Context: an optimization exercise on an open-source flow, tuned for small area. The choices shown serve that exercise and are no tape-out recipe.
The RTL was checked by simulation tests, not by an equivalence proof against the original design.

## the baseline
==> module threshold, before the edit <==
module threshold (
    input wire clk,
    input wire reset,
    input wire [11:0] in_data,
    input wire f_compute,
    output reg [11:0] t_mean,     
    output reg [8:0]  t_std       
    );
    localparam N = 32;
    localparam W = 21;
    reg [N*W-1:0] win;
    reg [16:0] acc;
    reg [20:0] sq_acc;
    reg [11:0] mean;
    reg [5:0]  pushes;            
    wire full = pushes[5];
    reg [11:0] m_old;             
    wire [11:0] x_old = win[N*W-1 -: 12];
    wire [8:0] dm_old = win[N*W-13 -: 9];
    function [24:0] radd;
        input [23:0] x;
        input [23:0] y;
        input ci;
        integer i;
        reg c;
        begin
            c = ci;
            for (i = 0; i < 24; i = i + 1) begin
                radd[i] = x[i] ^ y[i] ^ c;
                c = (x[i] & y[i]) | (c & (x[i] ^ y[i]));
            end
            radd[24] = c;
        end
    endfunction
    wire [11:0] x_out = full ? x_old : 12'd0;
    wire [24:0] d_out_s = radd({12'd0, x_out}, {12'hfff, ~m_old}, 1'b1);
    wire [12:0] d_out = d_out_s[12:0];
    wire [24:0] dm_in_s = radd({15'd0, acc[13:5]}, {15'h7fff, ~mean[8:0]}, 1'b1);
    wire [8:0] dm_in = dm_in_s[8:0];
    wire [24:0] d_in_s = radd({12'd0, in_data}, {12'hfff, ~mean}, 1'b1);
    wire [12:0] d_in = d_in_s[12:0];
    wire [24:0] acc_a = radd({7'd0, acc}, {12'd0, in_data}, 1'b0);
    wire [24:0] acc_b = radd(acc_a[23:0], {12'hfff, ~x_out}, 1'b1);
    wire [24:0] m_old_s = radd({12'd0, m_old}, {{15{dm_old[8]}}, dm_old}, 1'b0);
    wire [20:0] sq_next;
    sq_update squ (
        .acc(sq_acc),
        .din(d_in),
        .dout(d_out),
        .q(sq_next)
    );
    wire [8:0] std;
    sqrt_pipe sqrt (
        .clk(clk),
        .din(sq_acc[20:5]),
        .dout(std)
    );
    always @(posedge clk) begin
        if (f_compute) begin
            win <= {win[(N-1)*W-1:0], in_data, dm_in};
            t_mean <= mean;
            t_std <= std;
        end
    end
    always @(posedge clk) begin
        if (reset) begin
            acc <= 0;
            sq_acc <= 0;
            mean <= 0;
            pushes <= 0;
            m_old <= 0;
        end else if (f_compute) begin
            acc <= acc_b[16:0];
            sq_acc <= sq_next;
            mean <= acc[16:5];
            if (!full) pushes <= pushes + 1;
            else m_old <= m_old_s[11:0];
        end
    end
endmodule
clock: 14.0 ns
lec_check: 0
abc_area: 1
cap_margin: 0
core_margin: 2
core_utilization: 60
cts_buf_list: sky130_fd_sc_hd__clkbuf_8
cts_cluster_diameter: 45
cts_cluster_size: 20
place_density: 0.7
slew_margin: 0
run.sh (not shown) runs the stock make flow with config.mk's settings and CLKGATE_MAP_FILE= SYNTH_SCRIPT=/design/flow/synth_recipe.tcl, a recipe that flattens the netlist after the stock synthesis.
[inputs] the candidate vs the baseline
--- a/flow/design.v
+++ b/flow/design.v
@@ -354,20 +354,22 @@
     input wire f_compute,
     output reg [11:0] t_mean,     
     output reg [8:0]  t_std       
     );
     localparam N = 32;
-    localparam W = 21;
+    localparam W = 20;
     reg [N*W-1:0] win;
     reg [16:0] acc;
     reg [20:0] sq_acc;
     reg [11:0] mean;
     reg [5:0]  pushes;            
     wire full = pushes[5];
     reg [11:0] m_old;             
     wire [11:0] x_old = win[N*W-1 -: 12];
-    wire [8:0] dm_old = win[N*W-13 -: 9];
+    wire [7:0] dm_old8 = win[N*W-13 -: 8];
+    reg prev_msb;                 
+    wire [8:0] dm_old = {(dm_old8 == 8'h80) ? ~prev_msb : dm_old8[7], dm_old8};
     function [24:0] radd;
         input [23:0] x;
         input [23:0] y;
         input ci;
         integer i;
@@ -404,11 +406,11 @@
         .din(sq_acc[20:5]),
         .dout(std)
     );
     always @(posedge clk) begin
         if (f_compute) begin
-            win <= {win[(N-1)*W-1:0], in_data, dm_in};
+            win <= {win[(N-1)*W-1:0], in_data, dm_in[7:0]};
             t_mean <= mean;
             t_std <= std;
         end
     end
     always @(posedge clk) begin
@@ -421,11 +423,14 @@
         end else if (f_compute) begin
             acc <= acc_b[16:0];
             sq_acc <= sq_next;
             mean <= acc[16:5];
             if (!full) pushes <= pushes + 1;
-            else m_old <= m_old_s[11:0];
+            else begin
+                m_old <= m_old_s[11:0];
+                prev_msb <= x_old[11];
+            end
         end
     end
 endmodule
 module sq_update (
     input wire [20:0] acc,
Findings:
- The candidate ended with less met2 demand-to-capacity share in global routing than the baseline.
- Delta(largest net degree at the start of global routing, the candidate - the baseline) < 0
- Re placed cell count: the candidate and the baseline aren't equal, and the higher value belongs to the baseline.
- The via count reported for the candidate is lower than the one for the baseline.
- Compared to the baseline, the routing of the candidate uses less wire.
- For setup slack at placement, the baseline and the candidate come out practically identical.
- In the candidate, maximum fanout along the worst path is lower than in the baseline.
- Summary — count of flip-flops with a built-in enable after synthesis, the candidate relative to the baseline: lower, by 31.
- Per the comparison of the candidate with the baseline, number of cells on the critical path has increased; number of multi-input combinational cells has remained practically unchanged; worst-case setup margin in the final layout has decreased.

[what the ideal ports hide]
In the flow no input, the clock included, has a driving cell. The finished layouts below were timed again as built, in two steps.
Step 1, drivers: a clkbuf_16 drives clk and a buf_2 each remaining input, both assumed.
Step 2 adds t to the input delays and takes it off the output delays; t is the mean of the earliest and latest rising clock arrival at the registers after step 1. Input paths then give back, and output paths get back, about the clock's delay inside the block.
Slacks: ideal ports / drivers / drivers and shift; pairs: ideal ports / drivers.
run	t, ns	setup WS [ns]	pins driven straight from the clock port
the baseline	0.803	2.004 / 2.045 / 1.241	1
the candidate	0.782	1.959 / 1.990 / 1.208	1
After both steps every run listed still meets setup and hold. The setup slack of the baseline, which loses most, moves by +0.041 ns with the drivers and by -0.763 ns with both steps.
